Context: an optimization exercise on an open-source flow, tuned for small area. The choices shown serve that exercise and are no tape-out recipe.
Where RTL was checked, it was by simulation tests only, not by an equivalence proof against the original.
Power figures rest on the tool's default switching activity, not on a simulated workload.

==> inputs of trial 55 <==
Design cpu65xx, start of the top module:
module cpu65xx(clk, enable, reset, nmi_n, irq_n, so_n, din, dout, addr, we, debugOpcode, debugPc, debugA, debugX, debugY, debugS);
  input clk;
  wire clk;
  input enable;
  wire enable;
  input reset;
  wire reset;
  input nmi_n;
  wire nmi_n;
  input irq_n;
  wire irq_n;
  input so_n;
  wire so_n;
  input [7:0] din;
  wire [7:0] din;
  output [7:0] dout;
  wire [7:0] dout;
  output [15:0] addr;
  reg [15:0] addr;
  output we;
  wire we;
  output [7:0] debugOpcode;
  reg [7:0] debugOpcode;
  output [15:0] debugPc;
  reg [15:0] debugPc;
  output [7:0] debugA;
  reg [7:0] debugA;
  output [7:0] debugX;
  reg [7:0] debugX;
  output [7:0] debugY;
  reg [7:0] debugY;
  output [7:0] debugS;
  reg [7:0] debugS;
  wire [7:0] _0000_;
  wire _0001_;
  wire _0002_;
  wire _0003_;
  wire _0004_;
  wire _0005_;
  wire _0006_;
  wire _0007_;
  wire _0008_;
  wire _0009_;
  wire _0010_;
  wire _0011_;
  wire _0012_;
  wire _0013_;
  wire _0014_;
  wire _0015_;
  wire _0016_;
  wire _0017_;
  ...
export LEC_CHECK = 0
export CAP_MARGIN = 20
export CORE_MARGIN = 2
export CORE_UTILIZATION = 40
export SLEW_MARGIN = 20
create_clock -name core_clock -period 10.0 [get_ports {clk}]
standard.sh (not shown) runs the stock make flow with config.mk's settings and CLKGATE_MAP_FILE= SYNTH_SCRIPT=/design/flow/synth_recipe.tcl, a recipe that flattens the netlist after the stock synthesis.
==> flow/flow/run.sh <==
#!/bin/bash
# Standard ORFS layout (the standard.sh), with two changes:
#  - the port buffers are the smallest buffer (buf_1) instead of the
#    default choice;
#  - clock tree synthesis inserts no dummy loads.
set -euo pipefail
export BUFFER_PORTS_ARGS="-buffer_cell sky130_fd_sc_hd__buf_1"
export CTS_ARGS="-sink_clustering_enable -repair_clock_nets -dont_use_dummy_load"
bash standard.sh > standard.log 2>&1
==> inputs of trial 71, as changes to trial 55 <==
Settings changed: ABC_AREA set to 1, CORE_UTILIZATION 40 to 65.
==> notes.md <==
                                                                                 trial 71     trial 55
Met2 Use GR                                                                         67.2%        47.3%
Peak supply drop                                                                 0.192 mV    0.0781 mV
Internal portion of total power                                                    905 uW       944 uW
Final standard cell count with taps included and fillers excluded                    1599         1535
Final-layout fill cell count                                                         1208         2508
Half-perimeter wire length after placement                                        28.6 mm      30.1 mm
Setup slack of the worst register-to-register path                                 490 ps       460 ps
Met3 wirelength from detailed routing                                             5.67 mm      3.57 mm
Sequential power share                                                              35.9%        36.4%
Die boundary height                                                                125 um       162 um
Area of the multi-input gates                                                  5720 sq um   6570 sq um
Repair and plain buffers                                                               98          123
Number of design-rule violations left by the first detailed-router iteration         1929         1360
Relative contribution of the clock network to total power                           19.5%        19.2%
Proportion of cell area occupied by multi-input gates                               55.9%        60.3%
Fraction of layout cells with a size suffix above 1                                 7.21%        11.1%
Buffers & Inverters on Critical Path                                                   11            7
Sequential power                                                                   572 uW       574 uW
Logic depth of the worst register-to-register path                                     40           37
Slowest Stage Delay on Critical Path                                               490 ps       580 ps
Run status                                               no timing/DRC/antenna violations  no timing/DRC/antenna violations
Metal2 WL                                                                         15.2 mm      17.6 mm
Total non-filler cell area in the finished layout                             10200 sq um  10900 sq um
Multi-input gates                                                                     996          911
Post-synthesis compound-gate area fraction                                          17.0%        25.7%
Tap cells                                                                             184          324
No run of this note included a check of the RTL's function; only the layout flow was run.

========
==> inputs of trial 5 <==
Another version of the RTL of cpu65xx (not shown whole).
Settings: LEC_CHECK=0, CAP_MARGIN=20, CORE_MARGIN=2, CORE_UTILIZATION=55, SLEW_MARGIN=20; clock period 10.0 ns.
Scripts as last shown in full above: flow/flow/run.sh
==> inputs of build 91, as changes to trial 5 <==
==> flow/flow/run.sh (replaced) <==
#!/bin/bash
# Standard ORFS layout (the standard.sh), with two changes:
#  - the port buffers are the smallest buffer (buf_1) instead of the
#    default choice;
#  - clock tree synthesis clusters up to 50 sinks per buffer and inserts
#    no dummy loads.
set -euo pipefail
export BUFFER_PORTS_ARGS="-buffer_cell sky130_fd_sc_hd__buf_1"
export CTS_ARGS="-sink_clustering_enable -sink_clustering_size 50 -sink_clustering_max_diameter 300 -repair_clock_nets -dont_use_dummy_load"
bash standard.sh > standard.log 2>&1
--- a/flow/config.mk
+++ b/flow/config.mk
@@ -7,5 +7,5 @@
 export LEC_CHECK = 0
 export CAP_MARGIN = 20
 export CORE_MARGIN = 2
-export CORE_UTILIZATION = 55
+export CORE_UTILIZATION = 40
 export SLEW_MARGIN = 20
==> inputs of trial 67, as changes to trial 5 <==
--- a/flow/config.mk
+++ b/flow/config.mk
@@ -5,7 +5,8 @@
 export SDC_FILE = /design/flow/constraint.sdc
 export NUM_CORES = 4
 export LEC_CHECK = 0
+export ABC_AREA = 1
 export CAP_MARGIN = 20
 export CORE_MARGIN = 2
-export CORE_UTILIZATION = 55
+export CORE_UTILIZATION = 40
 export SLEW_MARGIN = 20
==> comparison <==
Of trial 67 and trial 5, trial 67 has the higher worst setup slack (gap 230 ps).
Against trial 67, the routed wire length of trial 5 is higher by 0.34%.
The lowest utilization belongs to build 91, the highest to trial 5.
The highest total power belongs to trial 67, the lowest to trial 5.
Against build 91, the maximum frequency of trial 5 is larger by about 1.3%.
Sequential power: trial 5 is higher than trial 67 (about 2%).
Of trial 5 and trial 67, trial 5 has the higher global-route usage (gap 10 points).
Via count, lowest first: build 91, trial 5, trial 67.
Trial 5 produced a clean layout. Trial 67 completed without violations. Build 91 ran to the end with no violations.
Of build 91 and trial 67, trial 67 has the higher synthesized area (gap about 0.43%, measured against trial 67).

========
==> exp/juniper: inputs <==
Another version of the RTL of cpu65xx (not shown whole).
==> flow/config.mk <==
export PLATFORM = sky130hd
export DESIGN_NAME = cpu65xx
export DESIGN_NICKNAME = cpu65xx
export VERILOG_FILES = /design/flow/design.v
export SDC_FILE = /design/flow/constraint.sdc
export NUM_CORES = 4
export LEC_CHECK = 0
export CAP_MARGIN = 20
export CORE_MARGIN = 2
export CORE_UTILIZATION = 40
export SLEW_MARGIN = 20
==> flow/constraint.sdc <==
create_clock -name core_clock -period 10.0 [get_ports {clk}]
set_input_delay 2.0000 -clock core_clock [delete_from_list [all_inputs] [get_ports {clk}]]
set_output_delay 2.0000 -clock core_clock [all_outputs]
set_load 0.01 [all_outputs]
run.sh (not shown) runs the stock make flow with config.mk's settings and CLKGATE_MAP_FILE= SYNTH_SCRIPT=/design/flow/synth_recipe.tcl, a recipe that flattens the netlist after the stock synthesis.
Stock flow here: none of the scripts above is used.
==> inputs of exp/tundra, as changes to exp/juniper <==
==> flow/flow/run.sh (new file) <==
#!/bin/bash
# Standard ORFS layout (the standard.sh), with two changes:
#  - the port buffers are the smallest buffer (buf_1) instead of the
#    default choice;
#  - clock tree synthesis inserts no dummy loads.
set -euo pipefail
export BUFFER_PORTS_ARGS="-buffer_cell sky130_fd_sc_hd__buf_1"
export CTS_ARGS="-sink_clustering_enable -repair_clock_nets -dont_use_dummy_load"
bash standard.sh > standard.log 2>&1
==> flow/standard.sh (new file) <==
#!/bin/bash
# synth_recipe.tcl (not shown) runs the flow's synth.tcl, then flattens the netlist and writes it again
# the make line also repeats each setting of config.mk as NAME=value (left out here)
make -C /OpenROAD-flow-scripts/flow DESIGN_CONFIG=/design/flow/config.mk WORK_HOME=/design/flow/orfs CLKGATE_MAP_FILE= SYNTH_SCRIPT=/design/flow/synth_recipe.tcl "${@:-finish}"
removed: flow/run.sh
==> inputs of exp/yarrow, as changes to exp/juniper <==
--- a/flow/design.v
+++ b/flow/design.v
@@ -197,15 +197,14 @@
   reg  [15:0] myAddr;
   wire [15:0] myAddrIncr;
   wire  [7:0] myAddrIncrH;
   wire  [7:0] myAddrDecrH;
   reg         theWe;
   reg         irqActive;
   reg   [7:0] doReg;
-  reg         Vprev;   
   reg   [7:0] T;
   reg   [7:0] A;  
   reg   [7:0] X;  
   reg   [7:0] Y;  
   reg   [7:0] S;  
   reg         C;  
   reg         Z;  
@@ -269,15 +268,15 @@
   assign aluCmpInput = (opcInfo[2] ? A : 8'hFF) &
                        (opcInfo[1] ? X : 8'hFF) &
                        (opcInfo[0] ? Y : 8'hFF);
   assign aluMode1 = opcInfo[9:6];
   assign aluMode2 = opcInfo[5:3];
   wire       modeIncDec = (aluMode1 == aluModeInc) || (aluMode1 == aluModeDec);
   wire [7:0] incDecOut  = aluInput + {{7{aluMode1[0]}}, 1'b1};
-  assign rmwBits = (aluMode1 == aluModeP  ) ? {C, N, Vprev, 1'b1, ~irqActive, D, I, Z, C} :
+  assign rmwBits = (aluMode1 == aluModeP  ) ? {C, N, V, 1'b1, ~irqActive, D, I, Z, C} :
                    modeIncDec               ? {C, incDecOut} :
                    (aluMode1 == aluModeAsl) ? {aluInput, 1'b0} :
                    (aluMode1 == aluModeFlg) ? {aluInput[0], aluInput} :
                    (aluMode1 == aluModeLsr) ? {aluInput[0], 1'b0, aluInput[7:1]} :
                    (aluMode1 == aluModeRol) ? {aluInput, C} :
                    (aluMode1 == aluModeRor) ? {aluInput[0], C, aluInput[7:1]} :
                    (aluMode1 == aluModeAnc) ? {aluInput[7] & A[7], aluInput} :
@@ -1329,15 +1328,14 @@
   begin
     if (updateRegisters) begin
       if (opcInfo[38]) begin
         V <= aluV;
       end
     end
     if (enable) begin
-      Vprev <= V;
       if (soReg && !so_n) begin
         V <= 1'b1;
       end
       soReg <= so_n;
     end
   end
   always @(posedge clk)
@@ -1384,45 +1382,64 @@
     end
     if (updateRegisters) begin
       if (opcInfo[40]) begin
         S <= aluRegisterOut;
       end
     end
   end
-  always @(*)
+  always @(posedge clk)
   begin
-    case (theCpuCycle)
-      cycleRmw : begin
-        doReg = T;
-      end
-      cycleStack2 : begin
-        doReg = PC[15:8];
-      end
-      cycleStack3 : begin
-        doReg = PC[7:0];
-      end
-      default : begin
-        doReg = aluRmwOut & (opcInfo[11] ? myAddrIncrH : 8'hFF);
-      end
-    endcase
+    if (enable) begin
+      doReg <= aluRmwOut;
+      if (opcInfo[11]) begin
+        doReg <= aluRmwOut & myAddrIncrH;
+      end
+      case (nextCpuCycle)
+        cycleStack2 : begin
+          if (opcInfo[18] && !irqActive) begin
+            doReg <= myAddrIncr[15:8];
+          end else begin
+            doReg <= PC[15:8];
+          end
+        end
+        cycleStack3 : begin
+          doReg <= PC[7:0];
+        end
+        cycleRmw : begin
+          doReg <= din;  
+        end
+        default : begin
+        end
+      endcase
+    end
   end
   assign dout = doReg;
-  always @(*)
+  always @(posedge clk)
   begin
-    theWe = 1'b0;
-    case (theCpuCycle)
-      cycleStack2, cycleStack3, cycleStack4 : begin
-        theWe = !opcInfo[23];
-      end
-      cycleRmw, cycleWrite : begin
-        theWe = 1'b1;
-      end
-      default : begin
-      end
-    endcase
+    if (enable) begin
+      theWe <= 1'b0;
+      case (nextCpuCycle)
+        cycleStack1 : begin
+          if (!opcInfo[23]
+              && (!opcInfo[29] || opcInfo[28])) begin
+             theWe <= 1'b1;
+          end
+        end
+        cycleStack2, cycleStack3, cycleStack4 : begin
+          if (!opcInfo[23]) begin
+            theWe <= 1'b1;
+          end
+        end
+        cycleRmw, cycleWrite : begin
+          theWe <= 1'b1;
+        end
+        default : begin
+        end
+      endcase
+    end
   end
   assign we = theWe;
   always @(posedge clk)
   begin
     if (enable) begin
       case (theCpuCycle)
         opcodeFetch : begin
@@ -1601,15 +1618,15 @@
         end
       endcase
     end
   end
   wire [8:0] myAddrLoIncr = {1'b0, myAddr[7:0]} + 9'd1;
   wire       hiDec = (nextAddr == nextAddrDecrH);
   wire       hiInc = (nextAddr == nextAddrIncrH) ||
-                     (opcInfo[11] && (theCpuCycle == cycleWrite) && !indexOut[8]);
+                     (opcInfo[11] && (theCpuCycle == cyclePreWrite));
   wire [7:0] hiAdd = myAddr[15:8] + {{7{hiDec}}, hiDec | hiInc | myAddrLoIncr[8]};
   assign myAddrIncr = {hiAdd, myAddrLoIncr[7:0]};
   assign myAddrIncrH = hiAdd;
   assign myAddrDecrH = hiAdd;
   assign addr = myAddr;
   assign debugA = A;
   assign debugX = X;
==> flow_summary.ini <==
[placed_design]
finalWeightedCongestion = 1.012

[route]
met3_wirelength_um = 4955
routed-wl-met2_um = 19640

[layout]
clk_share_pct = 2.293
area.share.sequential_pct = 23.63

[worst_setup_path]
worst_ep_required_time_ns = 10.10
r2r-start = theOpcode[4]

[grt]
grt_util_met3_pct = 6.821
groute.layer.met2.usage_pct = 45.99

[outcome]
outcome = finished clean

[logic_synthesis]
yosys-top-cells-area = sky130_fd_sc_hd__edfxtp_1 24%, sky130_fd_sc_hd__ha_1 6.7%, sky130_fd_sc_hd__a21oi_1 4.8%

[pwr]
pwr-share-seq_pct = 33.5

[die]
initial_utilization_pct = 40.63
the above is filed under exp/yarrow

==> flow_summary.ini <==
[worst_setup_path]
r2r-start = theOpcode[5]
worst_ep_required_time_ns = 8.00

[layout]
area.share.sequential_pct = 23.10
clk_share_pct = 2.434

[outcome]
outcome = finished clean

[pwr]
pwr-share-seq_pct = 33.5

[placed_design]
finalWeightedCongestion = 1.010

[grt]
grt_util_met3_pct = 3.003
groute.layer.met2.usage_pct = 46.78

[logic_synthesis]
yosys-top-cells-area = sky130_fd_sc_hd__edfxtp_1 24%, sky130_fd_sc_hd__ha_1 7.1%, sky130_fd_sc_hd__a21oi_1 4.4%
the above is filed under exp/juniper

==> flow_summary.ini <==
[layout]
design_area_sq_mm = 0.01137
clk_share_pct = 1.980
layout_commonest_cell = sky130_fd_sc_hd__nor2_1
layout.area.top_class = multi-input gates
area.share.sequential_pct = 24.64
nonClockBufferCount = 124

[route]
routed-wl-met2_um = 19260

[pwr]
p_int_uw = 972.7
pwr-share-seq_pct = 35.9

[grt]
grt_first_pass_wirelength_um = 63160
groute.layer.met2.usage_pct = 46.92

[worst_setup_path]
worst_ep_required_time_ns = 8.00
ff2ff_setup_slack_ns = 0.75

[die]
initial_utilization_pct = 40.53
well_tap_count = 335

[placed_design]
finalWeightedCongestion = 1.001

[logic_synthesis]
synth_fa_ha_area_share_pct = 9.055
yosys-top-cells-area = sky130_fd_sc_hd__edfxtp_1 24%, sky130_fd_sc_hd__ha_1 7.1%, sky130_fd_sc_hd__a21oi_1 4.4%

[outcome]
outcome = finished clean
the above is filed under exp/tundra

The RTL of exp/yarrow was laid out without a check of its function.

-- afterwards: timing with drivers on the ports --
The flow's constraints put no driver on any port. The routed layouts listed below were extracted and timed again, unchanged, in two steps.
Step 1: set_driving_cell puts a clkbuf_16 on clk and a buf_2 on each other input, an assumption about the parent block.
Step 2 times the ports against the registers' clock, not the clock port: input delays grow and output delays shrink by t, the midpoint of the rising clock arrivals with the driver on.
Three values: ideal, step 1, step 2; two values: the first two.
run | t, ns | setup WS [ns] | worst slew at a driven data input, ns
trial 55 | 0.406 | 0.464 / 0.464 / 0.464 | 0.04
trial 71 | 0.398 | 0.492 / 0.492 / 0.492 | 0.03
trial 5 | 0.389 | 0.654 / 0.654 / 0.654 | 0.05
build 91 | 0.398 | 0.529 / 0.529 / 0.529 | 0.04
trial 67 | 0.393 | 0.888 / 0.888 / 0.888 | 0.05
exp/juniper | 0.404 | 0.868 / 0.821 / 0.948 | 0.03
exp/tundra | 0.393 | 0.687 / 0.641 / 0.746 | 0.03
exp/yarrow | 0.404 | 1.063 / 1.063 / 1.063 | 0.04
After both steps setup and hold are still met in every run listed.
